Context: an optimization exercise on an open-source flow, tuned for small area. The choices shown serve that exercise and are no tape-out recipe. The RTL was checked by simulation tests, not by an equivalence proof against the original design. Power figures rest on the tool's default switching activity, not on a simulated workload.

[design/flow/design.v]
module shiftReg # ( 
  parameter DATA_WIDTH = 16,
  parameter MAX_FANOUT = 256
) (
  clk,
  rst,
  ena,
  in_data,
  out_data
);
  input   wire                       clk;
  input   wire                       rst;
  input   wire                       ena;
  input   wire   [DATA_WIDTH-1:0]    in_data;
  output         [DATA_WIDTH-1:0]    out_data;
  reg [DATA_WIDTH-1:0] out_data;
  always @(posedge clk) begin
    if(rst) begin
      out_data <= 0;
    end else if(ena) begin
      out_data <= in_data;
    end 
  end
endmodule
module nBit_mLength_shiftRegister #(
  parameter DATA_WIDTH = 16,
  parameter DELAY_LENGTH = 1,
  parameter MAX_FANOUT = 256
) (
  clk,
  rst,
  ena,
  data_in,
  data_out
);
  input   wire                        clk;
  input   wire                        rst;
  input   wire                        ena;
  input   wire    [DATA_WIDTH-1:0]    data_in;
  output  wire    [DATA_WIDTH-1:0]    data_out;
  wire [DATA_WIDTH-1:0] shift_mem [0:DELAY_LENGTH+1];
  generate
    if(DELAY_LENGTH <= 0) begin
      assign data_out = data_in;
    end else begin
      assign data_out     = shift_mem[DELAY_LENGTH];
      assign shift_mem[0] = data_in;
    end
  endgenerate
  genvar i;
  generate
    for (i=0; i<DELAY_LENGTH; i=i+1) begin
      shiftReg # ( DATA_WIDTH, MAX_FANOUT ) PIPELINE_REG (
        .clk        (clk),
        .rst        (rst),
        .ena        (ena),
        .in_data    (shift_mem[i]),
        .out_data   (shift_mem[i+1])
      );
    end
  endgenerate
endmodule	
module bdot256 #(
  parameter DATA_WIDTH = 1,
  parameter ACCU_WIDTH = 32,
  parameter VECTOR_LENGTH = 256,
  parameter MULT_LATENCY = 3,
  parameter INPUT_DELAY = 1,
  parameter TREE_DELAY = 1,
  parameter OUT_DELAY = 1,
  parameter ROW_NUM = 1
) (
  input  wire         clk,
  input  wire         rst,
  input  wire         ena,
  input  wire [31:0]  acc_reg,
  input  wire [255:0] a_in,
  input  wire [255:0] b_in,
  output wire [31:0]  result
);
  wire en = ena & ~rst;
  wire [255:0] x = a_in ~^ b_in;
  wire fs0 = x[0] ^ x[100] ^ x[101];
  wire fc0 = (x[0] & x[100]) | (x[0] & x[101]) | (x[100] & x[101]);
  wire fs1 = x[102] ^ x[103] ^ x[104];
  wire fc1 = (x[102] & x[103]) | (x[102] & x[104]) | (x[103] & x[104]);
  wire fs2 = x[105] ^ x[106] ^ x[107];
  wire fc2 = (x[105] & x[106]) | (x[105] & x[107]) | (x[106] & x[107]);
  wire fs3 = x[108] ^ x[109] ^ x[10];
  wire fc3 = (x[108] & x[109]) | (x[108] & x[10]) | (x[109] & x[10]);
  wire fs4 = x[110] ^ x[111] ^ x[112];
  wire fc4 = (x[110] & x[111]) | (x[110] & x[112]) | (x[111] & x[112]);
  wire fs5 = x[113] ^ x[114] ^ x[115];
  wire fc5 = (x[113] & x[114]) | (x[113] & x[115]) | (x[114] & x[115]);
  wire fs6 = x[116] ^ x[117] ^ x[118];
  wire fc6 = (x[116] & x[117]) | (x[116] & x[118]) | (x[117] & x[118]);
  wire fs7 = x[119] ^ x[11] ^ x[120];
  wire fc7 = (x[119] & x[11]) | (x[119] & x[120]) | (x[11] & x[120]);
  wire fs8 = x[121] ^ x[122] ^ x[123];
  wire fc8 = (x[121] & x[122]) | (x[121] & x[123]) | (x[122] & x[123]);
  wire fs9 = x[124] ^ x[125] ^ x[126];
  wire fc9 = (x[124] & x[125]) | (x[124] & x[126]) | (x[125] & x[126]);
  wire fs10 = x[127] ^ x[128] ^ x[129];
  wire fc10 = (x[127] & x[128]) | (x[127] & x[129]) | (x[128] & x[129]);
  wire fs11 = x[12] ^ x[130] ^ x[131];
  wire fc11 = (x[12] & x[130]) | (x[12] & x[131]) | (x[130] & x[131]);
  wire fs12 = x[132] ^ x[133] ^ x[134];
  wire fc12 = (x[132] & x[133]) | (x[132] & x[134]) | (x[133] & x[134]);
  wire fs13 = x[135] ^ x[136] ^ x[137];
  wire fc13 = (x[135] & x[136]) | (x[135] & x[137]) | (x[136] & x[137]);
  wire fs14 = x[138] ^ x[139] ^ x[13];
  wire fc14 = (x[138] & x[139]) | (x[138] & x[13]) | (x[139] & x[13]);
  wire fs15 = x[140] ^ x[141] ^ x[142];
  wire fc15 = (x[140] & x[141]) | (x[140] & x[142]) | (x[141] & x[142]);
  wire fs16 = x[143] ^ x[144] ^ x[145];
  wire fc16 = (x[143] & x[144]) | (x[143] & x[145]) | (x[144] & x[145]);
  wire fs17 = x[146] ^ x[147] ^ x[148];
  wire fc17 = (x[146] & x[147]) | (x[146] & x[148]) | (x[147] & x[148]);
  wire fs18 = x[149] ^ x[14] ^ x[150];
  wire fc18 = (x[149] & x[14]) | (x[149] & x[150]) | (x[14] & x[150]);
  wire fs19 = x[151] ^ x[152] ^ x[153];
  wire fc19 = (x[151] & x[152]) | (x[151] & x[153]) | (x[152] & x[153]);
  wire fs20 = x[154] ^ x[155] ^ x[156];
  wire fc20 = (x[154] & x[155]) | (x[154] & x[156]) | (x[155] & x[156]);
  wire fs21 = x[157] ^ x[158] ^ x[159];
  wire fc21 = (x[157] & x[158]) | (x[157] & x[159]) | (x[158] & x[159]);
  wire fs22 = x[15] ^ x[160] ^ x[161];
  wire fc22 = (x[15] & x[160]) | (x[15] & x[161]) | (x[160] & x[161]);
  wire fs23 = x[162] ^ x[163] ^ x[164];
  wire fc23 = (x[162] & x[163]) | (x[162] & x[164]) | (x[163] & x[164]);
  wire fs24 = x[165] ^ x[166] ^ x[167];
  wire fc24 = (x[165] & x[166]) | (x[165] & x[167]) | (x[166] & x[167]);
  wire fs25 = x[168] ^ x[169] ^ x[16];
  wire fc25 = (x[168] & x[169]) | (x[168] & x[16]) | (x[169] & x[16]);
  wire fs26 = x[170] ^ x[171] ^ x[172];
  wire fc26 = (x[170] & x[171]) | (x[170] & x[172]) | (x[171] & x[172]);
  wire fs27 = x[173] ^ x[174] ^ x[175];
  wire fc27 = (x[173] & x[174]) | (x[173] & x[175]) | (x[174] & x[175]);
  wire fs28 = x[176] ^ x[177] ^ x[178];
  wire fc28 = (x[176] & x[177]) | (x[176] & x[178]) | (x[177] & x[178]);
  wire fs29 = x[179] ^ x[17] ^ x[180];
  wire fc29 = (x[179] & x[17]) | (x[179] & x[180]) | (x[17] & x[180]);
  wire fs30 = x[181] ^ x[182] ^ x[183];
  wire fc30 = (x[181] & x[182]) | (x[181] & x[183]) | (x[182] & x[183]);
  wire fs31 = x[184] ^ x[185] ^ x[186];
  wire fc31 = (x[184] & x[185]) | (x[184] & x[186]) | (x[185] & x[186]);
  wire fs32 = x[187] ^ x[188] ^ x[189];
  wire fc32 = (x[187] & x[188]) | (x[187] & x[189]) | (x[188] & x[189]);
  wire fs33 = x[18] ^ x[190] ^ x[191];
  wire fc33 = (x[18] & x[190]) | (x[18] & x[191]) | (x[190] & x[191]);
  wire fs34 = x[192] ^ x[193] ^ x[194];
  wire fc34 = (x[192] & x[193]) | (x[192] & x[194]) | (x[193] & x[194]);
  wire fs35 = x[195] ^ x[196] ^ x[197];
  wire fc35 = (x[195] & x[196]) | (x[195] & x[197]) | (x[196] & x[197]);
  wire fs36 = x[198] ^ x[199] ^ x[19];
  wire fc36 = (x[198] & x[199]) | (x[198] & x[19]) | (x[199] & x[19]);
  wire fs37 = x[1] ^ x[200] ^ x[201];
  wire fc37 = (x[1] & x[200]) | (x[1] & x[201]) | (x[200] & x[201]);
  wire fs38 = x[202] ^ x[203] ^ x[204];
  wire fc38 = (x[202] & x[203]) | (x[202] & x[204]) | (x[203] & x[204]);
  wire fs39 = x[205] ^ x[206] ^ x[207];
  wire fc39 = (x[205] & x[206]) | (x[205] & x[207]) | (x[206] & x[207]);
  wire fs40 = x[208] ^ x[209] ^ x[20];
  wire fc40 = (x[208] & x[209]) | (x[208] & x[20]) | (x[209] & x[20]);
  wire fs41 = x[210] ^ x[211] ^ x[212];
  wire fc41 = (x[210] & x[211]) | (x[210] & x[212]) | (x[211] & x[212]);
  wire fs42 = x[213] ^ x[214] ^ x[215];
  wire fc42 = (x[213] & x[214]) | (x[213] & x[215]) | (x[214] & x[215]);
  wire fs43 = x[216] ^ x[217] ^ x[218];
  wire fc43 = (x[216] & x[217]) | (x[216] & x[218]) | (x[217] & x[218]);
  wire fs44 = x[219] ^ x[21] ^ x[220];
  wire fc44 = (x[219] & x[21]) | (x[219] & x[220]) | (x[21] & x[220]);
  wire fs45 = x[221] ^ x[222] ^ x[223];
  wire fc45 = (x[221] & x[222]) | (x[221] & x[223]) | (x[222] & x[223]);
  wire fs46 = x[224] ^ x[225] ^ x[226];
  wire fc46 = (x[224] & x[225]) | (x[224] & x[226]) | (x[225] & x[226]);
  wire fs47 = x[227] ^ x[228] ^ x[229];
  wire fc47 = (x[227] & x[228]) | (x[227] & x[229]) | (x[228] & x[229]);
  wire fs48 = x[22] ^ x[230] ^ x[231];
  wire fc48 = (x[22] & x[230]) | (x[22] & x[231]) | (x[230] & x[231]);
  wire fs49 = x[232] ^ x[233] ^ x[234];
  wire fc49 = (x[232] & x[233]) | (x[232] & x[234]) | (x[233] & x[234]);
  wire fs50 = x[235] ^ x[236] ^ x[237];
  wire fc50 = (x[235] & x[236]) | (x[235] & x[237]) | (x[236] & x[237]);
  wire fs51 = x[238] ^ x[239] ^ x[23];
  wire fc51 = (x[238] & x[239]) | (x[238] & x[23]) | (x[239] & x[23]);
  wire fs52 = x[240] ^ x[241] ^ x[242];
  wire fc52 = (x[240] & x[241]) | (x[240] & x[242]) | (x[241] & x[242]);
  wire fs53 = x[243] ^ x[244] ^ x[245];
  wire fc53 = (x[243] & x[244]) | (x[243] & x[245]) | (x[244] & x[245]);
  wire fs54 = x[246] ^ x[247] ^ x[248];
  wire fc54 = (x[246] & x[247]) | (x[246] & x[248]) | (x[247] & x[248]);
  wire fs55 = x[249] ^ x[24] ^ x[250];
  wire fc55 = (x[249] & x[24]) | (x[249] & x[250]) | (x[24] & x[250]);
  wire fs56 = x[251] ^ x[252] ^ x[253];
  wire fc56 = (x[251] & x[252]) | (x[251] & x[253]) | (x[252] & x[253]);
  wire fs57 = x[254] ^ x[255] ^ x[25];
  wire fc57 = (x[254] & x[255]) | (x[254] & x[25]) | (x[255] & x[25]);
  wire fs58 = x[26] ^ x[27] ^ x[28];
  wire fc58 = (x[26] & x[27]) | (x[26] & x[28]) | (x[27] & x[28]);
  wire fs59 = x[29] ^ x[2] ^ x[30];
  wire fc59 = (x[29] & x[2]) | (x[29] & x[30]) | (x[2] & x[30]);
  wire fs60 = x[31] ^ x[32] ^ x[33];
  wire fc60 = (x[31] & x[32]) | (x[31] & x[33]) | (x[32] & x[33]);
  wire fs61 = x[34] ^ x[35] ^ x[36];
  wire fc61 = (x[34] & x[35]) | (x[34] & x[36]) | (x[35] & x[36]);
  wire fs62 = x[37] ^ x[38] ^ x[39];
  wire fc62 = (x[37] & x[38]) | (x[37] & x[39]) | (x[38] & x[39]);
  wire fs63 = x[3] ^ x[40] ^ x[41];
  wire fc63 = (x[3] & x[40]) | (x[3] & x[41]) | (x[40] & x[41]);
  wire fs64 = x[42] ^ x[43] ^ x[44];
  wire fc64 = (x[42] & x[43]) | (x[42] & x[44]) | (x[43] & x[44]);
  wire fs65 = x[45] ^ x[46] ^ x[47];
  wire fc65 = (x[45] & x[46]) | (x[45] & x[47]) | (x[46] & x[47]);
  wire fs66 = x[48] ^ x[49] ^ x[4];
  wire fc66 = (x[48] & x[49]) | (x[48] & x[4]) | (x[49] & x[4]);
  wire fs67 = x[50] ^ x[51] ^ x[52];
  wire fc67 = (x[50] & x[51]) | (x[50] & x[52]) | (x[51] & x[52]);
  wire fs68 = x[53] ^ x[54] ^ x[55];
  wire fc68 = (x[53] & x[54]) | (x[53] & x[55]) | (x[54] & x[55]);
  wire fs69 = x[56] ^ x[57] ^ x[58];
  wire fc69 = (x[56] & x[57]) | (x[56] & x[58]) | (x[57] & x[58]);
  wire fs70 = x[59] ^ x[5] ^ x[60];
  wire fc70 = (x[59] & x[5]) | (x[59] & x[60]) | (x[5] & x[60]);
  wire fs71 = x[61] ^ x[62] ^ x[63];
  wire fc71 = (x[61] & x[62]) | (x[61] & x[63]) | (x[62] & x[63]);
  wire fs72 = x[64] ^ x[65] ^ x[66];
  wire fc72 = (x[64] & x[65]) | (x[64] & x[66]) | (x[65] & x[66]);
  wire fs73 = x[67] ^ x[68] ^ x[69];
  wire fc73 = (x[67] & x[68]) | (x[67] & x[69]) | (x[68] & x[69]);
  wire fs74 = x[6] ^ x[70] ^ x[71];
  wire fc74 = (x[6] & x[70]) | (x[6] & x[71]) | (x[70] & x[71]);
  wire fs75 = x[72] ^ x[73] ^ x[74];
  wire fc75 = (x[72] & x[73]) | (x[72] & x[74]) | (x[73] & x[74]);
  wire fs76 = x[75] ^ x[76] ^ x[77];
  wire fc76 = (x[75] & x[76]) | (x[75] & x[77]) | (x[76] & x[77]);
  wire fs77 = x[78] ^ x[79] ^ x[7];
  wire fc77 = (x[78] & x[79]) | (x[78] & x[7]) | (x[79] & x[7]);
  wire fs78 = x[80] ^ x[81] ^ x[82];
  wire fc78 = (x[80] & x[81]) | (x[80] & x[82]) | (x[81] & x[82]);
  wire fs79 = x[83] ^ x[84] ^ x[85];
  wire fc79 = (x[83] & x[84]) | (x[83] & x[85]) | (x[84] & x[85]);
  wire fs80 = x[86] ^ x[87] ^ x[88];
  wire fc80 = (x[86] & x[87]) | (x[86] & x[88]) | (x[87] & x[88]);
  wire fs81 = x[89] ^ x[8] ^ x[90];
  wire fc81 = (x[89] & x[8]) | (x[89] & x[90]) | (x[8] & x[90]);
  wire fs82 = x[91] ^ x[92] ^ x[93];
  wire fc82 = (x[91] & x[92]) | (x[91] & x[93]) | (x[92] & x[93]);
  wire fs83 = x[94] ^ x[95] ^ x[96];
  wire fc83 = (x[94] & x[95]) | (x[94] & x[96]) | (x[95] & x[96]);
  wire fs84 = x[97] ^ x[98] ^ x[99];
  wire fc84 = (x[97] & x[98]) | (x[97] & x[99]) | (x[98] & x[99]);
  wire fs85 = x[9] ^ fs0 ^ fs1;
  wire fc85 = (x[9] & fs0) | (x[9] & fs1) | (fs0 & fs1);
  wire fs86 = fs10 ^ fs11 ^ fs12;
  wire fc86 = (fs10 & fs11) | (fs10 & fs12) | (fs11 & fs12);
  wire fs87 = fs13 ^ fs14 ^ fs15;
  wire fc87 = (fs13 & fs14) | (fs13 & fs15) | (fs14 & fs15);
  wire fs88 = fs16 ^ fs17 ^ fs18;
  wire fc88 = (fs16 & fs17) | (fs16 & fs18) | (fs17 & fs18);
  wire fs89 = fs19 ^ fs2 ^ fs20;
  wire fc89 = (fs19 & fs2) | (fs19 & fs20) | (fs2 & fs20);
  wire fs90 = fs21 ^ fs22 ^ fs23;
  wire fc90 = (fs21 & fs22) | (fs21 & fs23) | (fs22 & fs23);
  wire fs91 = fs24 ^ fs25 ^ fs26;
  wire fc91 = (fs24 & fs25) | (fs24 & fs26) | (fs25 & fs26);
  wire fs92 = fs27 ^ fs28 ^ fs29;
  wire fc92 = (fs27 & fs28) | (fs27 & fs29) | (fs28 & fs29);
  wire fs93 = fs3 ^ fs30 ^ fs31;
  wire fc93 = (fs3 & fs30) | (fs3 & fs31) | (fs30 & fs31);
  wire fs94 = fs32 ^ fs33 ^ fs34;
  wire fc94 = (fs32 & fs33) | (fs32 & fs34) | (fs33 & fs34);
  wire fs95 = fs35 ^ fs36 ^ fs37;
  wire fc95 = (fs35 & fs36) | (fs35 & fs37) | (fs36 & fs37);
  wire fs96 = fs38 ^ fs39 ^ fs4;
  wire fc96 = (fs38 & fs39) | (fs38 & fs4) | (fs39 & fs4);
  wire fs97 = fs40 ^ fs41 ^ fs42;
  wire fc97 = (fs40 & fs41) | (fs40 & fs42) | (fs41 & fs42);
  wire fs98 = fs43 ^ fs44 ^ fs45;
  wire fc98 = (fs43 & fs44) | (fs43 & fs45) | (fs44 & fs45);
  wire fs99 = fs46 ^ fs47 ^ fs48;
  wire fc99 = (fs46 & fs47) | (fs46 & fs48) | (fs47 & fs48);
  wire fs100 = fs49 ^ fs5 ^ fs50;
  wire fc100 = (fs49 & fs5) | (fs49 & fs50) | (fs5 & fs50);
  wire fs101 = fs51 ^ fs52 ^ fs53;
  wire fc101 = (fs51 & fs52) | (fs51 & fs53) | (fs52 & fs53);
  wire fs102 = fs54 ^ fs55 ^ fs56;
  wire fc102 = (fs54 & fs55) | (fs54 & fs56) | (fs55 & fs56);
  wire fs103 = fs57 ^ fs58 ^ fs59;
  wire fc103 = (fs57 & fs58) | (fs57 & fs59) | (fs58 & fs59);
  wire fs104 = fs6 ^ fs60 ^ fs61;
  wire fc104 = (fs6 & fs60) | (fs6 & fs61) | (fs60 & fs61);
  wire fs105 = fs62 ^ fs63 ^ fs64;
  wire fc105 = (fs62 & fs63) | (fs62 & fs64) | (fs63 & fs64);
  wire fs106 = fs65 ^ fs66 ^ fs67;
  wire fc106 = (fs65 & fs66) | (fs65 & fs67) | (fs66 & fs67);
  wire fs107 = fs68 ^ fs69 ^ fs7;
  wire fc107 = (fs68 & fs69) | (fs68 & fs7) | (fs69 & fs7);
  wire fs108 = fs70 ^ fs71 ^ fs72;
  wire fc108 = (fs70 & fs71) | (fs70 & fs72) | (fs71 & fs72);
  wire fs109 = fs73 ^ fs74 ^ fs75;
  wire fc109 = (fs73 & fs74) | (fs73 & fs75) | (fs74 & fs75);
  wire fs110 = fs76 ^ fs77 ^ fs78;
  wire fc110 = (fs76 & fs77) | (fs76 & fs78) | (fs77 & fs78);
  wire fs111 = fs79 ^ fs8 ^ fs80;
  wire fc111 = (fs79 & fs8) | (fs79 & fs80) | (fs8 & fs80);
  wire fs112 = fs81 ^ fs82 ^ fs83;
  wire fc112 = (fs81 & fs82) | (fs81 & fs83) | (fs82 & fs83);
  wire fs113 = fs84 ^ fs9 ^ fs100;
  wire fc113 = (fs84 & fs9) | (fs84 & fs100) | (fs9 & fs100);
  wire fs114 = fs101 ^ fs102 ^ fs103;
  wire fc114 = (fs101 & fs102) | (fs101 & fs103) | (fs102 & fs103);
  wire fs115 = fs104 ^ fs105 ^ fs106;
  wire fc115 = (fs104 & fs105) | (fs104 & fs106) | (fs105 & fs106);
  wire fs116 = fs107 ^ fs108 ^ fs109;
  wire fc116 = (fs107 & fs108) | (fs107 & fs109) | (fs108 & fs109);
  wire fs117 = fs110 ^ fs111 ^ fs112;
  wire fc117 = (fs110 & fs111) | (fs110 & fs112) | (fs111 & fs112);
  wire fs118 = fs85 ^ fs86 ^ fs87;
  wire fc118 = (fs85 & fs86) | (fs85 & fs87) | (fs86 & fs87);
  wire fs119 = fs88 ^ fs89 ^ fs90;
  wire fc119 = (fs88 & fs89) | (fs88 & fs90) | (fs89 & fs90);
  wire fs120 = fs91 ^ fs92 ^ fs93;
  wire fc120 = (fs91 & fs92) | (fs91 & fs93) | (fs92 & fs93);
  wire fs121 = fs94 ^ fs95 ^ fs96;
  wire fc121 = (fs94 & fs95) | (fs94 & fs96) | (fs95 & fs96);
  wire fs122 = fs97 ^ fs98 ^ fs99;
  wire fc122 = (fs97 & fs98) | (fs97 & fs99) | (fs98 & fs99);
  wire fs123 = fs113 ^ fs114 ^ fs115;
  wire fc123 = (fs113 & fs114) | (fs113 & fs115) | (fs114 & fs115);
  wire fs124 = fs116 ^ fs117 ^ fs118;
  wire fc124 = (fs116 & fs117) | (fs116 & fs118) | (fs117 & fs118);
  wire fs125 = fs119 ^ fs120 ^ fs121;
  wire fc125 = (fs119 & fs120) | (fs119 & fs121) | (fs120 & fs121);
  wire fs126 = fs122 ^ fs123 ^ fs124;
  wire fc126 = (fs122 & fs123) | (fs122 & fs124) | (fs123 & fs124);
  wire fs127 = fc0 ^ fc1 ^ fc10;
  wire fc127 = (fc0 & fc1) | (fc0 & fc10) | (fc1 & fc10);
  wire fs128 = fc11 ^ fc12 ^ fc13;
  wire fc128 = (fc11 & fc12) | (fc11 & fc13) | (fc12 & fc13);
  wire fs129 = fc14 ^ fc15 ^ fc16;
  wire fc129 = (fc14 & fc15) | (fc14 & fc16) | (fc15 & fc16);
  wire fs130 = fc17 ^ fc18 ^ fc19;
  wire fc130 = (fc17 & fc18) | (fc17 & fc19) | (fc18 & fc19);
  wire fs131 = fc2 ^ fc20 ^ fc21;
  wire fc131 = (fc2 & fc20) | (fc2 & fc21) | (fc20 & fc21);
  wire fs132 = fc22 ^ fc23 ^ fc24;
  wire fc132 = (fc22 & fc23) | (fc22 & fc24) | (fc23 & fc24);
  wire fs133 = fc25 ^ fc26 ^ fc27;
  wire fc133 = (fc25 & fc26) | (fc25 & fc27) | (fc26 & fc27);
  wire fs134 = fc28 ^ fc29 ^ fc3;
  wire fc134 = (fc28 & fc29) | (fc28 & fc3) | (fc29 & fc3);
  wire fs135 = fc30 ^ fc31 ^ fc32;
  wire fc135 = (fc30 & fc31) | (fc30 & fc32) | (fc31 & fc32);
  wire fs136 = fc33 ^ fc34 ^ fc35;
  wire fc136 = (fc33 & fc34) | (fc33 & fc35) | (fc34 & fc35);
  wire fs137 = fc36 ^ fc37 ^ fc38;
  wire fc137 = (fc36 & fc37) | (fc36 & fc38) | (fc37 & fc38);
  wire fs138 = fc39 ^ fc4 ^ fc40;
  wire fc138 = (fc39 & fc4) | (fc39 & fc40) | (fc4 & fc40);
  wire fs139 = fc41 ^ fc42 ^ fc43;
  wire fc139 = (fc41 & fc42) | (fc41 & fc43) | (fc42 & fc43);
  wire fs140 = fc44 ^ fc45 ^ fc46;
  wire fc140 = (fc44 & fc45) | (fc44 & fc46) | (fc45 & fc46);
  wire fs141 = fc47 ^ fc48 ^ fc49;
  wire fc141 = (fc47 & fc48) | (fc47 & fc49) | (fc48 & fc49);
  wire fs142 = fc5 ^ fc50 ^ fc51;
  wire fc142 = (fc5 & fc50) | (fc5 & fc51) | (fc50 & fc51);
  wire fs143 = fc52 ^ fc53 ^ fc54;
  wire fc143 = (fc52 & fc53) | (fc52 & fc54) | (fc53 & fc54);
  wire fs144 = fc55 ^ fc56 ^ fc57;
  wire fc144 = (fc55 & fc56) | (fc55 & fc57) | (fc56 & fc57);
  wire fs145 = fc58 ^ fc59 ^ fc6;
  wire fc145 = (fc58 & fc59) | (fc58 & fc6) | (fc59 & fc6);
  wire fs146 = fc60 ^ fc61 ^ fc62;
  wire fc146 = (fc60 & fc61) | (fc60 & fc62) | (fc61 & fc62);
  wire fs147 = fc63 ^ fc64 ^ fc65;
  wire fc147 = (fc63 & fc64) | (fc63 & fc65) | (fc64 & fc65);
  wire fs148 = fc66 ^ fc67 ^ fc68;
  wire fc148 = (fc66 & fc67) | (fc66 & fc68) | (fc67 & fc68);
  wire fs149 = fc69 ^ fc7 ^ fc70;
  wire fc149 = (fc69 & fc7) | (fc69 & fc70) | (fc7 & fc70);
  wire fs150 = fc71 ^ fc72 ^ fc73;
  wire fc150 = (fc71 & fc72) | (fc71 & fc73) | (fc72 & fc73);
  wire fs151 = fc74 ^ fc75 ^ fc76;
  wire fc151 = (fc74 & fc75) | (fc74 & fc76) | (fc75 & fc76);
  wire fs152 = fc77 ^ fc78 ^ fc79;
  wire fc152 = (fc77 & fc78) | (fc77 & fc79) | (fc78 & fc79);
  wire fs153 = fc8 ^ fc80 ^ fc81;
  wire fc153 = (fc8 & fc80) | (fc8 & fc81) | (fc80 & fc81);
  wire fs154 = fc82 ^ fc83 ^ fc84;
  wire fc154 = (fc82 & fc83) | (fc82 & fc84) | (fc83 & fc84);
  wire fs155 = fc9 ^ fc100 ^ fc101;
  wire fc155 = (fc9 & fc100) | (fc9 & fc101) | (fc100 & fc101);
  wire fs156 = fc102 ^ fc103 ^ fc104;
  wire fc156 = (fc102 & fc103) | (fc102 & fc104) | (fc103 & fc104);
  wire fs157 = fc105 ^ fc106 ^ fc107;
  wire fc157 = (fc105 & fc106) | (fc105 & fc107) | (fc106 & fc107);
  wire fs158 = fc108 ^ fc109 ^ fc110;
  wire fc158 = (fc108 & fc109) | (fc108 & fc110) | (fc109 & fc110);
  wire fs159 = fc111 ^ fc112 ^ fc85;
  wire fc159 = (fc111 & fc112) | (fc111 & fc85) | (fc112 & fc85);
  wire fs160 = fc86 ^ fc87 ^ fc88;
  wire fc160 = (fc86 & fc87) | (fc86 & fc88) | (fc87 & fc88);
  wire fs161 = fc89 ^ fc90 ^ fc91;
  wire fc161 = (fc89 & fc90) | (fc89 & fc91) | (fc90 & fc91);
  wire fs162 = fc92 ^ fc93 ^ fc94;
  wire fc162 = (fc92 & fc93) | (fc92 & fc94) | (fc93 & fc94);
  wire fs163 = fc95 ^ fc96 ^ fc97;
  wire fc163 = (fc95 & fc96) | (fc95 & fc97) | (fc96 & fc97);
  wire fs164 = fc98 ^ fc99 ^ fs127;
  wire fc164 = (fc98 & fc99) | (fc98 & fs127) | (fc99 & fs127);
  wire fs165 = fs128 ^ fs129 ^ fs130;
  wire fc165 = (fs128 & fs129) | (fs128 & fs130) | (fs129 & fs130);
  wire fs166 = fs131 ^ fs132 ^ fs133;
  wire fc166 = (fs131 & fs132) | (fs131 & fs133) | (fs132 & fs133);
  wire fs167 = fs134 ^ fs135 ^ fs136;
  wire fc167 = (fs134 & fs135) | (fs134 & fs136) | (fs135 & fs136);
  wire fs168 = fs137 ^ fs138 ^ fs139;
  wire fc168 = (fs137 & fs138) | (fs137 & fs139) | (fs138 & fs139);
  wire fs169 = fs140 ^ fs141 ^ fs142;
  wire fc169 = (fs140 & fs141) | (fs140 & fs142) | (fs141 & fs142);
  wire fs170 = fs143 ^ fs144 ^ fs145;
  wire fc170 = (fs143 & fs144) | (fs143 & fs145) | (fs144 & fs145);
  wire fs171 = fs146 ^ fs147 ^ fs148;
  wire fc171 = (fs146 & fs147) | (fs146 & fs148) | (fs147 & fs148);
  wire fs172 = fs149 ^ fs150 ^ fs151;
  wire fc172 = (fs149 & fs150) | (fs149 & fs151) | (fs150 & fs151);
  wire fs173 = fs152 ^ fs153 ^ fs154;
  wire fc173 = (fs152 & fs153) | (fs152 & fs154) | (fs153 & fs154);
  wire fs174 = fc113 ^ fc114 ^ fc115;
  wire fc174 = (fc113 & fc114) | (fc113 & fc115) | (fc114 & fc115);
  wire fs175 = fc116 ^ fc117 ^ fc118;
  wire fc175 = (fc116 & fc117) | (fc116 & fc118) | (fc117 & fc118);
  wire fs176 = fc119 ^ fc120 ^ fc121;
  wire fc176 = (fc119 & fc120) | (fc119 & fc121) | (fc120 & fc121);
  wire fs177 = fc122 ^ fs155 ^ fs156;
  wire fc177 = (fc122 & fs155) | (fc122 & fs156) | (fs155 & fs156);
  wire fs178 = fs157 ^ fs158 ^ fs159;
  wire fc178 = (fs157 & fs158) | (fs157 & fs159) | (fs158 & fs159);
  wire fs179 = fs160 ^ fs161 ^ fs162;
  wire fc179 = (fs160 & fs161) | (fs160 & fs162) | (fs161 & fs162);
  wire fs180 = fs163 ^ fs164 ^ fs165;
  wire fc180 = (fs163 & fs164) | (fs163 & fs165) | (fs164 & fs165);
  wire fs181 = fs166 ^ fs167 ^ fs168;
  wire fc181 = (fs166 & fs167) | (fs166 & fs168) | (fs167 & fs168);
  wire fs182 = fs169 ^ fs170 ^ fs171;
  wire fc182 = (fs169 & fs170) | (fs169 & fs171) | (fs170 & fs171);
  wire fs183 = fs172 ^ fs173 ^ fc123;
  wire fc183 = (fs172 & fs173) | (fs172 & fc123) | (fs173 & fc123);
  wire fs184 = fc124 ^ fc125 ^ fs174;
  wire fc184 = (fc124 & fc125) | (fc124 & fs174) | (fc125 & fs174);
  wire fs185 = fs175 ^ fs176 ^ fs177;
  wire fc185 = (fs175 & fs176) | (fs175 & fs177) | (fs176 & fs177);
  wire fs186 = fs178 ^ fs179 ^ fs180;
  wire fc186 = (fs178 & fs179) | (fs178 & fs180) | (fs179 & fs180);
  wire fs187 = fs181 ^ fs182 ^ fc126;
  wire fc187 = (fs181 & fs182) | (fs181 & fc126) | (fs182 & fc126);
  wire fs188 = fs183 ^ fs184 ^ fs185;
  wire fc188 = (fs183 & fs184) | (fs183 & fs185) | (fs184 & fs185);
  wire fs189 = fs186 ^ fs187 ^ fs188;
  wire fc189 = (fs186 & fs187) | (fs186 & fs188) | (fs187 & fs188);
  wire fs190 = fc127 ^ fc128 ^ fc129;
  wire fc190 = (fc127 & fc128) | (fc127 & fc129) | (fc128 & fc129);
  wire fs191 = fc130 ^ fc131 ^ fc132;
  wire fc191 = (fc130 & fc131) | (fc130 & fc132) | (fc131 & fc132);
  wire fs192 = fc133 ^ fc134 ^ fc135;
  wire fc192 = (fc133 & fc134) | (fc133 & fc135) | (fc134 & fc135);
  wire fs193 = fc136 ^ fc137 ^ fc138;
  wire fc193 = (fc136 & fc137) | (fc136 & fc138) | (fc137 & fc138);
  wire fs194 = fc139 ^ fc140 ^ fc141;
  wire fc194 = (fc139 & fc140) | (fc139 & fc141) | (fc140 & fc141);
  wire fs195 = fc142 ^ fc143 ^ fc144;
  wire fc195 = (fc142 & fc143) | (fc142 & fc144) | (fc143 & fc144);
  wire fs196 = fc145 ^ fc146 ^ fc147;
  wire fc196 = (fc145 & fc146) | (fc145 & fc147) | (fc146 & fc147);
  wire fs197 = fc148 ^ fc149 ^ fc150;
  wire fc197 = (fc148 & fc149) | (fc148 & fc150) | (fc149 & fc150);
  wire fs198 = fc151 ^ fc152 ^ fc153;
  wire fc198 = (fc151 & fc152) | (fc151 & fc153) | (fc152 & fc153);
  wire fs199 = fc154 ^ fc155 ^ fc156;
  wire fc199 = (fc154 & fc155) | (fc154 & fc156) | (fc155 & fc156);
  wire fs200 = fc157 ^ fc158 ^ fc159;
  wire fc200 = (fc157 & fc158) | (fc157 & fc159) | (fc158 & fc159);
  wire fs201 = fc160 ^ fc161 ^ fc162;
  wire fc201 = (fc160 & fc161) | (fc160 & fc162) | (fc161 & fc162);
  wire fs202 = fc163 ^ fc164 ^ fc165;
  wire fc202 = (fc163 & fc164) | (fc163 & fc165) | (fc164 & fc165);
  wire fs203 = fc166 ^ fc167 ^ fc168;
  wire fc203 = (fc166 & fc167) | (fc166 & fc168) | (fc167 & fc168);
  wire fs204 = fc169 ^ fc170 ^ fc171;
  wire fc204 = (fc169 & fc170) | (fc169 & fc171) | (fc170 & fc171);
  wire fs205 = fc172 ^ fc173 ^ fs190;
  wire fc205 = (fc172 & fc173) | (fc172 & fs190) | (fc173 & fs190);
  wire fs206 = fs191 ^ fs192 ^ fs193;
  wire fc206 = (fs191 & fs192) | (fs191 & fs193) | (fs192 & fs193);
  wire fs207 = fs194 ^ fs195 ^ fs196;
  wire fc207 = (fs194 & fs195) | (fs194 & fs196) | (fs195 & fs196);
  wire fs208 = fs197 ^ fs198 ^ fc174;
  wire fc208 = (fs197 & fs198) | (fs197 & fc174) | (fs198 & fc174);
  wire fs209 = fc175 ^ fc176 ^ fc177;
  wire fc209 = (fc175 & fc176) | (fc175 & fc177) | (fc176 & fc177);
  wire fs210 = fc178 ^ fc179 ^ fc180;
  wire fc210 = (fc178 & fc179) | (fc178 & fc180) | (fc179 & fc180);
  wire fs211 = fc181 ^ fc182 ^ fs199;
  wire fc211 = (fc181 & fc182) | (fc181 & fs199) | (fc182 & fs199);
  wire fs212 = fs200 ^ fs201 ^ fs202;
  wire fc212 = (fs200 & fs201) | (fs200 & fs202) | (fs201 & fs202);
  wire fs213 = fs203 ^ fs204 ^ fs205;
  wire fc213 = (fs203 & fs204) | (fs203 & fs205) | (fs204 & fs205);
  wire fs214 = fs206 ^ fs207 ^ fc183;
  wire fc214 = (fs206 & fs207) | (fs206 & fc183) | (fs207 & fc183);
  wire fs215 = fc184 ^ fc185 ^ fc186;
  wire fc215 = (fc184 & fc185) | (fc184 & fc186) | (fc185 & fc186);
  wire fs216 = fs208 ^ fs209 ^ fs210;
  wire fc216 = (fs208 & fs209) | (fs208 & fs210) | (fs209 & fs210);
  wire fs217 = fs211 ^ fs212 ^ fs213;
  wire fc217 = (fs211 & fs212) | (fs211 & fs213) | (fs212 & fs213);
  wire fs218 = fs214 ^ fs215 ^ fs216;
  wire fc218 = (fs214 & fs215) | (fs214 & fs216) | (fs215 & fs216);
  wire fs219 = fs217 ^ fc187 ^ fc188;
  wire fc219 = (fs217 & fc187) | (fs217 & fc188) | (fc187 & fc188);
  wire fs220 = fc190 ^ fc191 ^ fc192;
  wire fc220 = (fc190 & fc191) | (fc190 & fc192) | (fc191 & fc192);
  wire fs221 = fc193 ^ fc194 ^ fc195;
  wire fc221 = (fc193 & fc194) | (fc193 & fc195) | (fc194 & fc195);
  wire fs222 = fc196 ^ fc197 ^ fc198;
  wire fc222 = (fc196 & fc197) | (fc196 & fc198) | (fc197 & fc198);
  wire fs223 = fc199 ^ fc200 ^ fc201;
  wire fc223 = (fc199 & fc200) | (fc199 & fc201) | (fc200 & fc201);
  wire fs224 = fc202 ^ fc203 ^ fc204;
  wire fc224 = (fc202 & fc203) | (fc202 & fc204) | (fc203 & fc204);
  wire fs225 = fc205 ^ fc206 ^ fc207;
  wire fc225 = (fc205 & fc206) | (fc205 & fc207) | (fc206 & fc207);
  wire fs226 = fs220 ^ fs221 ^ fs222;
  wire fc226 = (fs220 & fs221) | (fs220 & fs222) | (fs221 & fs222);
  wire fs227 = fc208 ^ fc209 ^ fc210;
  wire fc227 = (fc208 & fc209) | (fc208 & fc210) | (fc209 & fc210);
  wire fs228 = fc211 ^ fc212 ^ fc213;
  wire fc228 = (fc211 & fc212) | (fc211 & fc213) | (fc212 & fc213);
  wire fs229 = fs223 ^ fs224 ^ fs225;
  wire fc229 = (fs223 & fs224) | (fs223 & fs225) | (fs224 & fs225);
  wire fs230 = fs226 ^ fc214 ^ fc215;
  wire fc230 = (fs226 & fc214) | (fs226 & fc215) | (fc214 & fc215);
  wire fs231 = fc216 ^ fc217 ^ fs227;
  wire fc231 = (fc216 & fc217) | (fc216 & fs227) | (fc217 & fs227);
  wire fs232 = fc220 ^ fc221 ^ fc222;
  wire fc232 = (fc220 & fc221) | (fc220 & fc222) | (fc221 & fc222);
  wire fs233 = fc223 ^ fc224 ^ fc225;
  wire fc233 = (fc223 & fc224) | (fc223 & fc225) | (fc224 & fc225);
  wire fs234 = fc226 ^ fs232 ^ fc227;
  wire fc234 = (fc226 & fs232) | (fc226 & fc227) | (fs232 & fc227);
  wire fs235 = fc228 ^ fc229 ^ fs233;
  wire fc235 = (fc228 & fc229) | (fc228 & fs233) | (fc229 & fs233);
  reg [19:0] pa;
  always @(posedge clk) if (en) pa <= {fc235, fc234, fc233, fc232, fs235, fs234, fc231, fc230, fs231, fs230, fc219, fc218, fs229, fs228, fs219, fc189, fs218, fs189, fs126, fs125};
  wire fs236 = pa[10] ^ pa[11];
  wire fc236 = pa[10] & pa[11];
  wire fs237 = pa[6] ^ pa[7] ^ pa[8];
  wire fc237 = (pa[6] & pa[7]) | (pa[6] & pa[8]) | (pa[7] & pa[8]);
  wire fs238 = pa[12] ^ pa[13] ^ pa[14];
  wire fc238 = (pa[12] & pa[13]) | (pa[12] & pa[14]) | (pa[13] & pa[14]);
  wire fs239 = pa[15] ^ fc236;
  wire fc239 = pa[15] & fc236;
  wire fs240 = pa[16] ^ pa[17] ^ pa[18];
  wire fc240 = (pa[16] & pa[17]) | (pa[16] & pa[18]) | (pa[17] & pa[18]);
  wire fs241 = pa[19] ^ acc_reg[6];
  wire fc241 = pa[19] & acc_reg[6];
  wire fs242 = pa[3] ^ pa[4];
  wire fc242 = pa[3] & pa[4];
  wire fs243 = pa[9] ^ fs236 ^ fs237;
  wire fc243 = (pa[9] & fs236) | (pa[9] & fs237) | (fs236 & fs237);
  wire fs244 = fc237 ^ fs238 ^ fs239;
  wire fc244 = (fc237 & fs238) | (fc237 & fs239) | (fs238 & fs239);
  wire fs245 = fc238 ^ fc239 ^ fs240;
  wire fc245 = (fc238 & fc239) | (fc238 & fs240) | (fc239 & fs240);
  wire fs246 = fc240 ^ acc_reg[7];
  wire fc246 = fc240 & acc_reg[7];
  wire fs247 = pa[0] ^ pa[1];
  wire fc247 = pa[0] & pa[1];
  wire fs248 = pa[2] ^ acc_reg[2];
  wire fc248 = pa[2] & acc_reg[2];
  wire fs249 = pa[5] ^ fs242 ^ acc_reg[3];
  wire fc249 = (pa[5] & fs242) | (pa[5] & acc_reg[3]) | (fs242 & acc_reg[3]);
  wire fs250 = fc242 ^ acc_reg[4] ^ fs243;
  wire fc250 = (fc242 & acc_reg[4]) | (fc242 & fs243) | (acc_reg[4] & fs243);
  wire fs251 = acc_reg[5] ^ fc243 ^ fs244;
  wire fc251 = (acc_reg[5] & fc243) | (acc_reg[5] & fs244) | (fc243 & fs244);
  wire fs252 = fc244 ^ fs245 ^ fs241;
  wire fc252 = (fc244 & fs245) | (fc244 & fs241) | (fs245 & fs241);
  wire fs253 = fc245 ^ fc241 ^ fs246;
  wire fc253 = (fc245 & fc241) | (fc245 & fs246) | (fc241 & fs246);
  wire fs254 = ~(acc_reg[8] ^ fc246);
  wire fc254 = acc_reg[8] | fc246;
  wire fs255 = acc_reg[9] ^ 1'b1;
  wire fc255 = acc_reg[9] & 1'b1;
  wire fs256 = acc_reg[10] ^ 1'b1;
  wire fc256 = acc_reg[10] & 1'b1;
  wire [11:0] sx = {1'b0, fc256, fc255, fs255, fc253, fc252, fc251, fc250, fc249, fc248, fc247, fs247};
  wire [11:0] sy = {1'b0, 1'b0, fs256, fc254, fs254, fs253, fs252, fs251, fs250, fs249, fs248, acc_reg[1]};
  wire [11:0] s = sx + sy;               
  wire [20:0] hi = acc_reg[31:11];
  wire inc = s[11];
  wire dec = ~s[11] & ~s[10];
  wire [20:0] hi_ones, hi_zeros;
  genvar j;
  generate for (j = 0; j <= 20; j = j + 1) begin : g_hi
    if (j == 0) begin : g0
      assign hi_ones[j] = 1'b1;
      assign hi_zeros[j] = 1'b1;
    end else begin : gj
      assign hi_ones[j] = &hi[j-1:0];
      assign hi_zeros[j] = ~|hi[j-1:0];
    end
  end endgenerate
  wire [20:0] hi_new = hi ^ (({21{inc}} & hi_ones) | ({21{dec}} & hi_zeros));
  wire [31:0] r1 = {hi_new, s[9:0], acc_reg[0]};
  reg [31:0] d1, d2, d3, d4, d5, d6, d7, d8;
  always @(posedge clk) if (en) begin
    d1 <= r1; d2 <= d1; d3 <= d2; d4 <= d3;
    d5 <= d4; d6 <= d5; d7 <= d6; d8 <= d7;
  end
  assign result = d8;
endmodule
[design/flow/flow/run.sh]
#!/bin/bash
# Standard ORFS layout (the standard.sh) with these changes:
#  - Yosys's generic synth pass runs with -noabc, so its internal ABC pre-mapping does not
#    scramble the polarity of the full-adder logic before extract_fa (fewer inverters);
#  - the port buffers that buffer_ports inserts on every input and output are buf_1;
#  - clock tree: clkbuf_8 buffers, sink clusters of up to 18 flip-flops, no dummy loads;
#  - the largest buffers and inverters are added to the platform's don't-use list, so the
#    enable net's buffer tree is built from smaller buffers.
set -euo pipefail
DU="sky130_fd_sc_hd__probe_p_8 sky130_fd_sc_hd__probec_p_8 sky130_fd_sc_hd__lpflow_bleeder_1 sky130_fd_sc_hd__lpflow_clkbufkapwr_1 sky130_fd_sc_hd__lpflow_clkbufkapwr_16 sky130_fd_sc_hd__lpflow_clkbufkapwr_2 sky130_fd_sc_hd__lpflow_clkbufkapwr_4 sky130_fd_sc_hd__lpflow_clkbufkapwr_8 sky130_fd_sc_hd__lpflow_clkinvkapwr_1 sky130_fd_sc_hd__lpflow_clkinvkapwr_16 sky130_fd_sc_hd__lpflow_clkinvkapwr_2 sky130_fd_sc_hd__lpflow_clkinvkapwr_4 sky130_fd_sc_hd__lpflow_clkinvkapwr_8 sky130_fd_sc_hd__lpflow_decapkapwr_12 sky130_fd_sc_hd__lpflow_decapkapwr_3 sky130_fd_sc_hd__lpflow_decapkapwr_4 sky130_fd_sc_hd__lpflow_decapkapwr_6 sky130_fd_sc_hd__lpflow_decapkapwr_8 sky130_fd_sc_hd__lpflow_inputiso0n_1 sky130_fd_sc_hd__lpflow_inputiso0p_1 sky130_fd_sc_hd__lpflow_inputiso1n_1 sky130_fd_sc_hd__lpflow_inputiso1p_1 sky130_fd_sc_hd__lpflow_inputisolatch_1 sky130_fd_sc_hd__lpflow_isobufsrc_1 sky130_fd_sc_hd__lpflow_isobufsrc_16 sky130_fd_sc_hd__lpflow_isobufsrc_2 sky130_fd_sc_hd__lpflow_isobufsrc_4 sky130_fd_sc_hd__lpflow_isobufsrc_8 sky130_fd_sc_hd__lpflow_isobufsrckapwr_16 sky130_fd_sc_hd__lpflow_lsbuf_lh_hl_isowell_tap_1 sky130_fd_sc_hd__lpflow_lsbuf_lh_hl_isowell_tap_2 sky130_fd_sc_hd__lpflow_lsbuf_lh_hl_isowell_tap_4 sky130_fd_sc_hd__lpflow_lsbuf_lh_isowell_4 sky130_fd_sc_hd__lpflow_lsbuf_lh_isowell_tap_1 sky130_fd_sc_hd__lpflow_lsbuf_lh_isowell_tap_2 sky130_fd_sc_hd__lpflow_lsbuf_lh_isowell_tap_4"
DU="$DU sky130_fd_sc_hd__buf_6 sky130_fd_sc_hd__buf_8 sky130_fd_sc_hd__buf_12 sky130_fd_sc_hd__buf_16 sky130_fd_sc_hd__bufbuf_8 sky130_fd_sc_hd__bufbuf_16 sky130_fd_sc_hd__bufinv_8 sky130_fd_sc_hd__bufinv_16 sky130_fd_sc_hd__inv_12 sky130_fd_sc_hd__inv_16"
bash standard.sh "SYNTH_ARGS=-noabc" \
  "BUFFER_PORTS_ARGS=-buffer_cell sky130_fd_sc_hd__buf_1" \
  "CTS_ARGS=-sink_clustering_enable -repair_clock_nets -dont_use_dummy_load -buf_list sky130_fd_sc_hd__clkbuf_8 -sink_clustering_size 18 -sink_clustering_max_diameter 100" \
  "DONT_USE_CELLS=$DU" \
  finish > standard.log 2>&1
[design/flow/standard.sh]
#!/bin/bash
# synth_recipe.tcl (not shown) runs the flow's synth.tcl, then flattens the netlist and writes it again
# the make line also repeats each setting of config.mk as NAME=value (left out here)
make -C /OpenROAD-flow-scripts/flow DESIGN_CONFIG=/design/flow/config.mk WORK_HOME=/design/flow/orfs CLKGATE_MAP_FILE= SYNTH_SCRIPT=/design/flow/synth_recipe.tcl "${@:-finish}"
[design/flow/config.mk]
export PLATFORM = sky130hd
export DESIGN_NAME = bdot256
export DESIGN_NICKNAME = bdot256
export VERILOG_FILES = /design/flow/design.v
export SDC_FILE = /design/flow/constraint.sdc
export NUM_CORES = 4
export LEC_CHECK = 0
export CAP_MARGIN = 20
export CORE_MARGIN = 2
export CORE_UTILIZATION = 45
export GPL_TIMING_DRIVEN = 0
export PLACE_DENSITY = 0.6
export SLEW_MARGIN = 20
[design/flow/constraint.sdc]
create_clock -name core_clock -period 5.0 [get_ports {clk}]
set_input_delay 1.0000 -clock core_clock [delete_from_list [all_inputs] [get_ports {clk}]]
set_output_delay 1.0000 -clock core_clock [all_outputs]
set_load 0.01 [all_outputs]
==> metrics.md, run 1 <==
| Metric | Value |
|---|---|
| WP data required | `5.29 ns` |
| H-tree depth | `1` |
| Commonest non-fill, non-tap cells in the layout | `buf_1, edfxtp_1, xnor2_1` |
| Detailed placement HPWL | `43.8 mm` |
| Syn Std Cell Area | `16700 µm²` |
| Crit path capture type | `register` |
| Leading cell type in the layout, fill and taps excluded | `buf_1` |
| Final TNS setup | `0 ns` |
| Clock group share of total power | `6.1%` |
| CP delay by family, top | `adder cells` |
| DRC | `0` |
| Layout area overhead | `18.7%` |
| Vias per inst | `4.86` |
| CP Cell Sequence | `buf_1 -> xnor2_1 -> fa_1 -> fa_1 -> fa_1 -> fa_1 -> fa_1 -> fa_1 -> fa_1` |
| Std-Cell Rows | `70` |
| Period utilization | `95.8%` |
| Hold-fix buffers, CTS | `0` |
| Buf/Inv on CP | `1` |
| Initial DRC count | `595` |
| Vias in the first global route | `10429` |
| Sw Pwr | `0.00670 W` |
| Max Cap Viol | `0` |
| CP peak stage delay | `0.58 ns` |
| CTS Root Cell | `clkbuf_8` |
| Data arrival, critical path | `5.08 ns` |
| Layout cell share with drive strength beyond 1 | `2.96%` |
| PD cells | `804 nW/µm²` |
| Clk Latency, worst-skew pair | `0.54 ns` |
| Total CTS buffers | `20` |
| Setup violators final | `0` |
| Slew @ Worst Pin | `0.529 ns` |
| Crit path top cell by count | `fa_1` |
| Layout Skew | `0.0919 ns` |
| Initial Util | `45.6%` |
| Pint | `0.00925 W` |
| Buffers on Ports | `575` |
| DRT Wirelength | `48.5 mm` |
| Unrepaired setup endpoints after global routing | `false` |
| Clk pin slew, worst setup/hold paths | `0.11 ns` |
| Final-layout fill cell count | `3166` |
| Io pins | `579` |
| Slew Limit Headroom | `64.4%` |
| Post-layout net count | `2371` |
| Final Wtd Congestion | `0.967` |
| Critical path class | `input pin to register` |
| Postcts setup bufs | `0` |
| CTS sink cnt | `276` |
| Yosys reg bits | `276` |
| Status | `timing/DRC/antenna clean` |
| Number of flops mapped to enable cells by yosys | `276` |
| GRT Util Overall | `25.3%` |
| Switching Fraction | `42.0%` |
| Global-route wire length before repair | `68.1 mm` |
| Post_cts resized | `0` |
| YS warnings | `1` |
| Final min period | `4.79 ns` |
| Via count | `9870` |
| Post-synthesis cell count | `950` |
| Initial antenna violation count | `16` |
| Clk buf depth | `3` |
| Mapped Avg Cell Area | `17.6 µm²` |
| Hold Fails Final Rpt | `0` |
| Core box area | `36600 µm²` |
| Die Wd | `197 µm` |
| Slew Limit Fails | `0` |
| VDD IR max | `1.08 mV` |
| Ys async rst share | `0%` |
| Die ar. | `38700 µm²` |
| Worst setup SP type | `input pin` |
| Drt wl/cell | `23.9 µm` |
| Seq pwr share | `24.2%` |
| CTS tree | `built` |
| Post-Syn Nets | `1764` |
| DIE HEIGHT | `197 µm` |
| Slowest CP cell | `fa_1` |
| ANT nets after route | `0` |
| First-pass DRT Iterations | `5` |
| Synth unique cells | `45` |
| Largest net degree at the start of global routing | `33` |
| CP Max Fanout | `1` |
| Worst hold path class | `register to register` |
| Fmax | `0.209 GHz` |
| Total Power | `0.0160 W` |
| Final core occ | `54.2%` |
| Synth Flop Type | `edfxtp_1` |
| Grt total ovfl | `0` |
| Register area share after synthesis | `49.6%` |
| Pleak | `6.35 nW` |
| Comb power frac | `69.7%` |
==> worst paths after layout <==
path / startpoint / end / slack, ns / cells after the start
hold / removal: d2[28]$_DFFE_PP_ / d3[28]$_DFFE_PP_ / 0.33 / 0
hold reg to reg: d2[28]$_DFFE_PP_ / d3[28]$_DFFE_PP_ / 0.33 / 0
setup / recovery: a_in[5] / pa[2]$_DFFE_PP_ / 0.21 / 9
setup reg to reg: pa[12]$_DFFE_PP_ / d1[16]$_DFFE_PP_ / 0.69 / 12
==> synthesized netlist by cell type, types with 3 or more instances <==
library cell	number	area share [%]
o21ai_1	4	0.12
a211oi_1	3	0.13
nor3_1	9	0.27
xor2_1	10	0.52
o21a_1	3	0.13
nand2_1	8	0.18
o21ai_0	5	0.15
and3_1	3	0.11
nor2_1	15	0.34
xnor2_1	274	14
a21oi_1	9	0.27
a22oi_1	3	0.13
nand3_1	9	0.27
a21o_1	3	0.13
inv_1	8	0.18
edfxtp_1	276	50
nand4_1	5	0.19
fa_1	248	30
ha_1	19	1.4
buf_2	3	0.090
==> sequential cells by signal (all words and copies together) (netlist names) <==
signal,cells
d3,32
d7,32
d8,32
d4,32
d5,32
pa,20
d6,32
d1,32
d2,32
==> layer usage <==
layer	up-vias	track usage (%)	share of wire (%)	routed length, µm
met1	5038	35.6	41	19900
met3	41	3.94	6.6	3180
met2	321	43.3	51	24800
li1	4460	-	-	-
met5	-	0	0.11	54
met4	10	3.17	1.0	504
==> cell families after synthesis <==
logic type,count (synthesis),share of synthesized area [%]
compound gates,41,1.66
xor+xnor,285,15.0
fa+ha+maj,267,31.1
buf+inv,14,0.359
flops,276,49.6
mux,1,0.0599
simple gates,66,2.22
==> stage by stage <==
step | instances | setup slack, ns | instance area, µm² | hold slack [ns]
floorplan | 950 | -0.561 | 16700 | 0.400
global placement | 1993 | -1.96 | 19500 | 0.400
detailed placement | 2003 | -0.366 | 19500 | 0.405
CTS | 2023 | 0.221 | 19800 | 0.329
global route | 2024 | 0.131 | 19800 | 0.346
finish | 2031 | 0.212 | 19800 | 0.326
==> area by class of cell <==
| cell class | instances | area (µm²) | share of cell area, % |
|---|---|---|---|
| Inverter | 8 | 30.0 | 0.151 |
| Antenna cell | 8 | 20.0 | 0.101 |
| Clock buffer | 20 | 275 | 1.39 |
| Buffer | 6 | 30.0 | 0.151 |
| Multi-Input combinational cell | 660 | 8370 | 42.2 |
| Tap cell | 468 | 586 | 2.95 |
| Timing Repair Buffer | 585 | 2230 | 11.3 |
| Sequential cell | 276 | 8290 | 41.8 |
==> power groups by stage <==
| stage | Clock, W | Combinational, W | Sequential (W) |
|---|---|---|---|
| finish | 0.000976 | 0.0111 | 0.00386 |
| global route | 0.00110 | 0.0128 | 0.00383 |
| CTS | 0.00102 | 0.0113 | 0.00384 |
| detailed placement | 0 | 0.0113 | 0.00390 |
| global placement | 0 | 0.0111 | 0.00391 |
| floorplan | 0 | 0.00761 | 0.00400 |
==> run 2: changes to the inputs <==
--- a/design/flow/flow/run.sh
+++ b/design/flow/flow/run.sh
@@ -5,3 +5,3 @@
 #  - the port buffers that buffer_ports inserts on every input and output are buf_1;
-#  - clock tree: clkbuf_8 buffers, sink clusters of up to 18 flip-flops, no dummy loads;
+#  - clock tree: clkbuf_8 buffers, sink clusters of up to 20 flip-flops, no dummy loads;
 #  - the largest buffers and inverters are added to the platform's don't-use list, so the
@@ -13,3 +13,3 @@
   "BUFFER_PORTS_ARGS=-buffer_cell sky130_fd_sc_hd__buf_1" \
-  "CTS_ARGS=-sink_clustering_enable -repair_clock_nets -dont_use_dummy_load -buf_list sky130_fd_sc_hd__clkbuf_8 -sink_clustering_size 18 -sink_clustering_max_diameter 100" \
+  "CTS_ARGS=-sink_clustering_enable -repair_clock_nets -dont_use_dummy_load -buf_list sky130_fd_sc_hd__clkbuf_8 -sink_clustering_size 20 -sink_clustering_max_diameter 60" \
   "DONT_USE_CELLS=$DU" \
==> run 2 against run 1 <==
- largest power group unchanged
- power is 0.42% lower
- design area hardly changed
- highest routed layer unchanged
- core utilization hardly changed
- clock power is 0.7% higher
- register-to-register slack better by 0.09 ns
- worst setup slack worse by 0.089 ns
- critical path depth stayed put
==> metrics.md, run 2 <==
| Metric | Value |
|---|---|
| Final-layout fill cell count | `3174` |
| Die ar. | `38700 µm²` |
| DIE HEIGHT | `197 µm` |
| DRT Wirelength | `48.4 mm` |
| PD cells | `800 nW/µm²` |
| Slew Limit Headroom | `60.9%` |
| CP Cell Sequence | `buf_1 -> xnor2_1 -> fa_1 -> fa_1 -> fa_1 -> fa_1 -> fa_1 -> fa_1 -> fa_1` |
| CP peak stage delay | `0.59 ns` |
| Crit path top cell by count | `fa_1` |
| Post-layout net count | `2371` |
| Initial DRC count | `616` |
| H-tree depth | `1` |
| Hold-fix buffers, CTS | `0` |
| Drt wl/cell | `23.8 µm` |
| Cell count after placement | `2003` |
| First-pass DRT Iterations | `5` |
| Critical path class | `input pin to register` |
| Most instantiated cells after synthesis | `edfxtp_1, xnor2_1, fa_1` |
| CP Max Fanout | `1` |
| Finished Cell Area | `19800 µm²` |
| Number of flops mapped to enable cells by yosys | `276` |
| Met3 Use GR | `5.82%` |
| Slowest CP cell | `fa_1` |
| Initial Util | `45.6%` |
| Final Wtd Congestion | `0.967` |
| Clk pin slew, worst setup/hold paths | `0.11 ns` |
| Crit path capture type | `register` |
| Via count | `9843` |
| Initial antenna violation count | `27` |
| Setup violators final | `0` |
| ANT nets after route | `0` |
| Std-Cell Rows | `70` |
| Most common cell in the synthesized netlist | `edfxtp_1` |
| Area of the multi-input gates | `8370 µm²` |
| VDD IR max | `1.08 mV` |
| Vias per inst | `4.83` |
| Synth unique cells | `45` |
| Grt total ovfl | `0` |
| Synth Flop Type | `edfxtp_1` |
| Placed cell area | `19500 µm²` |
| Fin cells | `2036` |
| WP data required | `5.24 ns` |
| Ys async rst share | `0%` |
| CTS sink cnt | `276` |
| CTS tree | `built` |
| Global-route wire length before repair | `67.5 mm` |
| Post-Syn Nets | `1764` |
| Largest net degree at the start of global routing | `33` |
| Layout area overhead | `18.8%` |
| Io pins | `579` |
| Postcts setup bufs | `0` |
| Fmax | `0.205 GHz` |
| Largest cells by area after synthesis | `edfxtp_1, fa_1, xnor2_1` |
| Hold Fails Final Rpt | `0` |
| Worst hold path class | `register to register` |
| Buffers on Ports | `575` |
| Status | `timing/DRC/antenna clean` |
| Vias in the first global route | `10425` |
| Unrepaired setup endpoints after global routing | `false` |
| Yosys reg bits | `276` |
| Total Power | `0.0159 W` |
| GRT Util Overall | `25.3%` |
| Syn Std Cell Area | `16700 µm²` |
| Core box area | `36600 µm²` |
| Final core occ | `54.2%` |
| Max Cap Viol | `0` |
| Data arrival, critical path | `5.12 ns` |
| DRC | `0` |
| GR Layer Usage met1 | `34.2%` |
| Die Wd | `197 µm` |
| Final min period | `4.88 ns` |
| Detailed placement HPWL | `43.8 mm` |
| Commonest non-fill, non-tap cells in the layout | `buf_1, edfxtp_1, xnor2_1` |
| Mapped Avg Cell Area | `17.6 µm²` |
| Slew Limit Fails | `0` |
| Grt met2 use | `42.0%` |
| Layout cell share with drive strength beyond 1 | `2.96%` |
| Clk Latency, worst-skew pair | `0.54 ns` |
| Share of the synthesized area in the top cell type | `49.6%` |
| Reg area | `8290 µm²` |
| GR peak layer | `met2` |
| Period utilization | `97.5%` |
| Worst setup SP type | `input pin` |
| Pleak | `6.35 nW` |
| Leading cell type in the layout, fill and taps excluded | `buf_1` |
| Yosys top cell by area | `edfxtp_1` |
| Post-synthesis cell count | `950` |
| Register area share after synthesis | `49.6%` |
| Post_cts resized | `0` |
| CTS Root Cell | `clkbuf_8` |
| Slew @ Worst Pin | `0.582 ns` |
| YS warnings | `1` |
| Clk buf depth | `3` |
| Layout Skew | `0.0926 ns` |
| Total CTS buffers | `20` |
-- run 2: cell types whose count changed in the layout (fill, tap and decap cells not counted), sizes merged --
cell   before  now
diode       8   13
-- run 2: layout make-up --
type	instances	area share, %
buffer	6	0.151
sequential	276	41.8
tap	468	2.95
multi-input combinational	660	42.2
timing repair buffer	585	11.3
antenna	13	0.164
clock buffer	20	1.39
inverter	8	0.151
-- run 2: cell families (layout without fill, tap and decap cells) --
family	count (synthesis)	after routing	synth area share (%)
and+or+nand+nor	66	66	2.22
AOI/OAI and AO/OA	41	41	1.66
other	0	13	0
adders and majority gates	267	267	31.1
DFF	276	276	49.6
buffers and inverters	14	619	0.359
muxes	1	1	0.0599
xor gates and xnor gates	285	285	15.0
-- run 2: per-stage QoR --
stage | worst slack [ns] | hold WS (ns) | setup TNS, ns
final | 0.123 | 0.396 | 0
after global routing | 0.0806 | 0.400 | 0
after CTS | 0.171 | 0.401 | 0
after detailed placement | -0.366 | 0.405 | -2.82
after global placement | -1.96 | 0.400 | -538.80
after floorplan | -0.561 | 0.400 | -154.85
-- run 2: path summary, 6_finish.rpt --
path / startpoint / to / slack [ns] / depth (start not counted)
setup / recovery: a_in[73] / pa[2]$_DFFE_PP_ / 0.12 / 9
hold / removal: d5[14]$_DFFE_PP_ / d6[14]$_DFFE_PP_ / 0.40 / 0
setup reg to reg: pa[12]$_DFFE_PP_ / d1[25]$_DFFE_PP_ / 0.78 / 11
hold reg to reg: d5[14]$_DFFE_PP_ / d6[14]$_DFFE_PP_ / 0.40 / 0
-- run 2: per-layer routing --
metal  vias to the layer above  wire [µm]  part of all wire, %
met5                         -         93                 0.19
met4                        16        874                  1.8
met3                        60       4030                  8.3
met2                       333      24400                   50
met1                      4962      19000                   39
li1                       4472          -                    -
-- run 2: report_power, final --
group / internal, W / switching [W] / total (W)
combinational: 0.00507 / 0.00598 / 0.0111
sequential: 0.00378 / 0.0000676 / 0.00385
clock: 0.000359 / 0.000623 / 0.000983
total: 0.00922 / 0.00667 / 0.0159
-- run 2: critical path, delay by kind of cell --
kind                     cells  cell delay, ns
adder cells (fa/ha/maj)      7            3.54
XOR/XNOR                     1            0.49
buffers and inverters        1            0.08
==> run 3: changes to the inputs <==
--- a/design/flow/flow/run.sh
+++ b/design/flow/flow/run.sh
@@ -13,3 +13,3 @@
   "BUFFER_PORTS_ARGS=-buffer_cell sky130_fd_sc_hd__buf_1" \
-  "CTS_ARGS=-sink_clustering_enable -repair_clock_nets -dont_use_dummy_load -buf_list sky130_fd_sc_hd__clkbuf_8 -sink_clustering_size 20 -sink_clustering_max_diameter 60" \
+  "CTS_ARGS=-sink_clustering_enable -repair_clock_nets -dont_use_dummy_load -buf_list sky130_fd_sc_hd__clkbuf_8 -sink_clustering_size 20 -sink_clustering_max_diameter 100" \
   "DONT_USE_CELLS=$DU" \
--- a/design/flow/config.mk
+++ b/design/flow/config.mk
@@ -9,5 +9,5 @@
 export CORE_MARGIN = 2
-export CORE_UTILIZATION = 45
+export CORE_UTILIZATION = 55
 export GPL_TIMING_DRIVEN = 0
-export PLACE_DENSITY = 0.6
+export PLACE_DENSITY = 0.7
 export SLEW_MARGIN = 20
==> run 3 against run 2 <==
- area after synthesis unchanged
- synthesized cell count unchanged
- register-to-register slack about the same
- worst hold slack improved by 0.0029 ns
- sequential power about the same
==> metrics.md, run 3 <==
| Metric | Value |
|---|---|
| Layout cell share with drive strength beyond 1 | `2.84%` |
| DRT Wirelength | `53.4 mm` |
| Ys async rst share | `0%` |
| CP Max Fanout | `1` |
| Via count | `10484` |
| GR Layer Usage met1 | `46.7%` |
| Slew Limit Fails | `0` |
| Unrepaired setup endpoints after global routing | `false` |
| CTS Root Cell | `clkbuf_8` |
| Share of the synthesized area in the top cell type | `49.6%` |
| Std-Cell Rows | `63` |
| Clk pin slew, worst setup/hold paths | `0.11 ns` |
| Slowest CP cell | `fa_1` |
| Largest family of logic cells by synthesized area | `adder cells` |
| ANT nets after route | `0` |
| Initial antenna violation count | `41` |
| Post-synthesis mux area share | `0.0599%` |
| Worst setup SP type | `input pin` |
| Total Power | `0.0159 W` |
| XOR/XNOR Fraction of Synth Area | `15.0%` |
| Hold-fix buffers, CTS | `0` |
| Total CTS buffers | `17` |
| Final Wtd Congestion | `1.09` |
| Die ar. | `31800 µm²` |
| CP peak stage delay | `0.59 ns` |
| Critical path class | `input pin to register` |
| Fin worst setup slack | `0.0674 ns` |
| Crit path top cell by count | `fa_1` |
| CTS tree | `built` |
| Largest cells by area after synthesis | `edfxtp_1, fa_1, xnor2_1` |
| Leading cell type in the layout, fill and taps excluded | `buf_1` |
| Core box area | `29800 µm²` |
| Largest net degree at the start of global routing | `33` |
| RR Endpoint | `d1[21]$_DFFE_PP_` |
| Post-Synth Adder-Cell Area | `31.1%` |
| Layout Skew | `0.0438 ns` |
| Vias per inst | `5.33` |
| Layout area overhead | `18.1%` |
| Data arrival, critical path | `5.19 ns` |
| YS warnings | `1` |
| WP data required | `5.26 ns` |
| Yosys top cell by area | `edfxtp_1` |
| GR peak layer | `met2` |
| Syn Std Cell Area | `16700 µm²` |
| Most instantiated cells after synthesis | `edfxtp_1, xnor2_1, fa_1` |
| Status | `timing/DRC/antenna clean` |
| Max Cap Viol | `0` |
| Slew @ Worst Pin | `0.604 ns` |
| GRT Util Overall | `34.0%` |
| Initial Util | `56.1%` |
| Detailed placement HPWL | `48.2 mm` |
| Worst hold path class | `register to register` |
| VDD IR max | `1.37 mV` |
| Postcts setup bufs | `0` |
| CP Cell Sequence | `buf_1 -> xnor2_1 -> fa_1 -> fa_1 -> fa_1 -> fa_1 -> fa_1 -> fa_1 -> fa_1` |
| Synth unique cells | `45` |
| Worst Reg-to-Reg Cells | `12` |
| Vias in the first global route | `10778` |
| Post_cts resized | `0` |
| Fmax | `0.203 GHz` |
| Synth Flop Type | `edfxtp_1` |
| Yosys reg bits | `276` |
| Clk buf depth | `3` |
| Post-synthesis cell count | `950` |
| Clk Latency, worst-skew pair | `0.52 ns` |
| Compound-Gate Fraction of Synth Area | `1.66%` |
| Commonest non-fill, non-tap cells in the layout | `buf_1, edfxtp_1, xnor2_1` |
| Fraction of the mapped netlist area in simple logic gates | `2.22%` |
| PD cells | `804 nW/µm²` |
| Hold Fails Final Rpt | `0` |
| Io pins | `579` |
==> run 3: cell counts after synthesis <==
Identical to the previous run, type by type.
==> run 3: logic make-up after synthesis <==
kind of cell,Yosys count
AOI/OAI and AO/OA,41
xor gates and xnor gates,285
buffers and inverters,14
muxes,1
adders and majority gates,267
and+or+nand+nor,66
DFF,276
==> run 3: metal layers <==
metal	wire, µm	part of all wire (%)	up-vias
met5	108	0.20	-
met4	1790	3.4	22
met3	6200	12	119
met2	25100	47	628
met1	20200	38	5226
li1	-	-	4489
==> run 3: area by class of cell <==
| class | count | area [µm²] |
|---|---|---|
| clock buffer | 17 | 234 |
| multi-input combinational | 660 | 8380 |
| fill | 2213 | 10100 |
| antenna | 24 | 60.1 |
| buffer | 6 | 30.0 |
| tap | 390 | 488 |
| sequential | 276 | 8290 |
| inverter | 8 | 30.0 |
| timing repair buffer | 585 | 2230 |
==> run 3: worst min path at each step <==
| stage | from | end | slack (ns) | cells after the start |
|---|---|---|---|---|
| 6_report | d2[12]$_DFFE_PP_ | d3[12]$_DFFE_PP_ | 0.40 | 0 |
| 3_5_place_dp | d1[8]$_DFFE_PP_ | d2[8]$_DFFE_PP_ | 0.40 | 0 |
| 5_1_grt | d2[12]$_DFFE_PP_ | d3[12]$_DFFE_PP_ | 0.38 | 0 |
| 3_3_place_gp | d4[11]$_DFFE_PP_ | d5[11]$_DFFE_PP_ | 0.40 | 0 |
| 2_1_floorplan | d1[0]$_DFFE_PP_ | d2[0]$_DFFE_PP_ | 0.40 | 0 |
| 4_1_cts | d2[12]$_DFFE_PP_ | d3[12]$_DFFE_PP_ | 0.38 | 0 |
==> run 3: stage by stage <==
stage          instances  utilization (%)  cell area, µm²  hold WS, ns
2_1_floorplan        950                -           16700        0.400
3_3_place_gp        1915             65.0           19400        0.401
3_5_place_dp        1925             65.2           19400        0.405
4_1_cts             1942             66.0           19700        0.381
5_1_grt             1954             66.2           19700        0.378
6_report            1966             66.3           19700        0.399
==> run 3: where the power goes <==
group	total, W	internal [W]	leakage, nW	switching, W
combinational	0.0111	0.00509	3.62	0.00599
sequential	0.00387	0.00379	2.59	0.0000757
clock	0.000922	0.000310	0.122	0.000612
==> run 3: critical path, delay by kind of cell <==
| kind | cells | cell delay, ns |
|---|---|---|
| xor gates and xnor gates | 1 | 0.47 |
| buffers and inverters | 1 | 0.09 |
| adders and majority gates | 7 | 3.62 |

[port drivers added, routing unchanged]
How much do the figures lean on ideal ports? The routed layouts below were timed once more, with nothing changed but the port constraints.
Step 1, drivers: a clkbuf_16 drives clk and a buf_2 each remaining input, both assumed.
Step 2 also shifts input and output timing later by t, the mid clock arrival at the registers, as if the neighbouring blocks saw the same clock.
Three values: ideal, step 1, step 2; two values: the first two.
run	t (ns)	slack for setup (ns)
run 1	0.537	0.212 / 0.225 / -0.312
run 2	0.548	0.123 / 0.142 / -0.406
run 3	0.550	0.067 / 0.093 / -0.458
Met with ideal ports but missed after step 2: setup timing in every run listed.
